This design comes from an exercise in tuning for small area, a short achievable clock period and few clock cycles on the open sky130 flow, not from production work.
Function was checked by simulation only, so behaviour that the tests miss may differ from the original.
Power figures rest on the tool's default switching activity, not on a simulated workload.

==> flow/design.v <==
module adder(
    input  [31:0] a,
    input  [31:0] b,
    input         cin,
    output [31:0] sum,
    output        cout
);
    wire [31:0] p = a ^ b;
    wire [31:0] g = a & b;
    wire [31:0] g0 = {g[31:1], g[0] | (p[0] & cin)};
    wire [31:0] g1, p1, g2, p2, g3, p3, g4, p4, g5, p5;
    sklansky_level #(0) l0(.gi(g0), .pi(p),  .go(g1), .po(p1));
    sklansky_level #(1) l1(.gi(g1), .pi(p1), .go(g2), .po(p2));
    sklansky_level #(2) l2(.gi(g2), .pi(p2), .go(g3), .po(p3));
    sklansky_level #(3) l3(.gi(g3), .pi(p3), .go(g4), .po(p4));
    sklansky_level #(4) l4(.gi(g4), .pi(p4), .go(g5), .po(p5));
    assign sum  = p ^ {g5[30:0], cin};
    assign cout = g5[31];
endmodule
module sklansky_level #(parameter L = 0) (
    input  [31:0] gi,
    input  [31:0] pi,
    output [31:0] go,
    output [31:0] po
);
    genvar i;
    generate
        for (i = 0; i < 32; i = i + 1) begin : bt
            if ((i >> L) & 1) begin : comb
                localparam integer J = ((i >> L) << L) - 1;
                assign go[i] = gi[i] | (pi[i] & gi[J]);
                assign po[i] = pi[i] & pi[J];
            end else begin : pass
                assign go[i] = gi[i];
                assign po[i] = pi[i];
            end
        end
    endgenerate
endmodule
module alu(
    input clk,
    input rst,
    input start,
    input [31:0] A,
    input [31:0] B,
    input [2:0] ALUop,
    output reg [31:0] Result,
    output reg done
);
    reg        busy;    
    reg        a_lt_b;   
    reg  [4:0] cnt;     
    reg        abit;    
    wire mod_start = start & (ALUop == 3'd7) & ~busy;
    wire        inv   = busy | ~ALUop[0] | ALUop[1];
    wire        xsel  = ~busy | a_lt_b;
    wire [31:0] x     = xsel ? A : {Result[30:0], abit};
    wire [31:0] y     = inv ? ~B : B;
    wire [31:0] sum;
    wire        carry;                    
    adder add0(.a(x), .b(y), .cin(inv), .sum(sum), .cout(carry));
    wire        ge    = (Result[31] | carry) & ~a_lt_b;
    wire [31:0] bm;
    genvar k;
    generate
        for (k = 0; k < 32; k = k + 1) begin : smear
            assign bm[k] = |B[31:k];
        end
    endgenerate
    wire lt4  = &(~A[31:4]  | bm[28:1]);
    wire lt8  = &(~A[31:8]  | bm[24:1]);
    wire lt12 = &(~A[31:12] | bm[20:1]);
    wire lt16 = &(~A[31:16] | bm[16:1]);
    reg [31:0] r0;
    reg [4:0]  j0;
    reg        a0;
    always @(*) begin
        if (lt4)       begin r0 = {4'd0,  A[31:4]};  j0 = 5'd3;  a0 = A[3];  end
        else if (lt8)  begin r0 = {8'd0,  A[31:8]};  j0 = 5'd7;  a0 = A[7];  end
        else if (lt12) begin r0 = {12'd0, A[31:12]}; j0 = 5'd11; a0 = A[11]; end
        else if (lt16) begin r0 = {16'd0, A[31:16]}; j0 = 5'd15; a0 = A[15]; end
        else           begin r0 = 32'd0;             j0 = 5'd31; a0 = A[31]; end
    end
    wire        last = a_lt_b | (cnt == 5'd0);
    wire [4:0]  cnt_m1 = cnt - 5'd1;
    wire       op_sum  = ALUop[2] & (ALUop[1] ^ ALUop[0]);      
    wire       use_sum = busy ? ge : op_sum;
    reg [31:0] other;
    always @(*) begin
        if (busy)
            other = x;
        else case (ALUop)
            3'd0: other = A & B;
            3'd1: other = A | B;
            3'd2: other = A ^ B;
            3'd3: other = ~(A | B);
            3'd4: other = {31'd0, ~carry};
            default: other = r0;
        endcase
    end
    wire [31:0] res_next = use_sum ? sum : other;
    always @(posedge clk) begin
        Result <= res_next;
        if (busy) begin
            cnt  <= cnt_m1;
            abit <= A[cnt_m1];
        end else begin
            cnt  <= j0;
            abit <= a0;
            a_lt_b <= ~carry;
        end
        if (rst) begin
            busy <= 1'b0;
            done <= 1'b0;
        end else begin
            done <= busy & last;
            if (mod_start)
                busy <= 1'b1;
            else if (busy & last)
                busy <= 1'b0;
        end
    end
endmodule
clock: 18.0 ns
lec_check: 0
cap_margin: 20
core_margin: 2
core_utilization: 40
slew_margin: 20
standard.sh (not shown) runs the stock make flow with config.mk's settings and CLKGATE_MAP_FILE= SYNTH_SCRIPT=/design/flow/synth_recipe.tcl, a recipe that flattens the netlist after the stock synthesis.
==> flow/flow/run.sh <==
#!/bin/bash
# The standard ORFS layout with two changes in how it is made (the clock
# period and all constraints stay those of the design):
#  - every port still gets a buffer, but a plain buf_1 instead of the
#    larger delay buffer buffer_ports picks by itself; the resizer upsizes
#    the ones on critical paths;
#  - repair_timing is asked to leave extra setup slack, so that it shortens
#    the paths that the 18 ns clock never pressures.
set -euo pipefail
bash standard.sh "BUFFER_PORTS_ARGS=-buffer_cell sky130_fd_sc_hd__buf_1" \
    SETUP_SLACK_MARGIN=11 finish > standard_flow.log 2>&1
The starting point completed without violations.
Testbench counts at the start, summed over its fixed seeds: cycles 4,341.
Then changed:
--- a/flow/flow/run.sh
+++ b/flow/flow/run.sh
@@ -10,2 +10,2 @@
 bash standard.sh "BUFFER_PORTS_ARGS=-buffer_cell sky130_fd_sc_hd__buf_1" \
-    SETUP_SLACK_MARGIN=11 finish > standard_flow.log 2>&1
+    SETUP_SLACK_MARGIN=11.5 finish > standard_flow.log 2>&1
=> Total power grows by a little under a tenth. Wire length grows by a little under a tenth. Clock power hardly moves. Via count is higher by a few percent. Hold slack gains 0.0049 ns. Maximum frequency came out higher by a few percent.
Then changed:
--- a/flow/flow/run.sh
+++ b/flow/flow/run.sh
@@ -10,2 +10,2 @@
 bash standard.sh "BUFFER_PORTS_ARGS=-buffer_cell sky130_fd_sc_hd__buf_1" \
-    SETUP_SLACK_MARGIN=11.5 finish > standard_flow.log 2>&1
+    SETUP_SLACK_MARGIN=11 finish > standard_flow.log 2>&1
- CORE_UTILIZATION: 40 -> 50
What happened: Via count shrinks by 5.7%. Power is lower by about 5%. Setup slack loses 0.36 ns. Design area decreases by 10%. Core utilization went up by 5.9 points. Sequential share of layout area grows by 0.98 points. Routed wire length decreases by 11%. Synthesized cell count does not change. Clock-buffer cell count went down by 3.
Then changed:
--- a/flow/flow/run.sh
+++ b/flow/flow/run.sh
@@ -10,2 +10,2 @@
 bash standard.sh "BUFFER_PORTS_ARGS=-buffer_cell sky130_fd_sc_hd__buf_1" \
-    SETUP_SLACK_MARGIN=11 finish > standard_flow.log 2>&1
+    SETUP_SLACK_MARGIN=10.5 finish > standard_flow.log 2>&1
- CORE_UTILIZATION: 50 -> 40
After rerunning: Critical path depth climbs by 2. Synthesized area is unchanged. Wire length climbs by about 5%. Total power is about the same.

[what the ideal ports hide]
The flow's constraints put no driver on any port. The routed layouts listed below were extracted and timed again, unchanged, in two steps.
Step 1, drivers: a clkbuf_16 drives clk and a buf_2 each remaining input, both assumed.
Step 2 times the ports against the registers' clock, not the clock port: input delays grow and output delays shrink by t, the midpoint of the rising clock arrivals with the driver on.
Three values: ideal ports, drivers, drivers and shift; two values: the first two.
| run | shift t [ns] | setup WS [ns] | worst setup path after step 2 | latest minus earliest clock arrival (ns) | pins driven straight from the clock port |
|---|---|---|---|---|---|
| the first run | 0.346 | 11.146 / 11.152 / 10.806 | input to register | 0.008 / 0.008 | 1 |
| the second run | 0.346 | 11.502 / 11.505 / 11.159 | input to register | 0.006 / 0.006 | 1 |
| the third run | 0.342 | 11.142 / 11.162 / 10.820 | input to register | 0.012 / 0.012 | 1 |
| the fourth run | 0.342 | 10.930 / 10.950 / 10.608 | input to register | 0.005 / 0.004 | 1 |
After both steps every run listed still meets setup and hold. For the second run, which loses most, drivers alone change the setup slack by +0.003 ns; drivers and shift together by -0.343 ns.
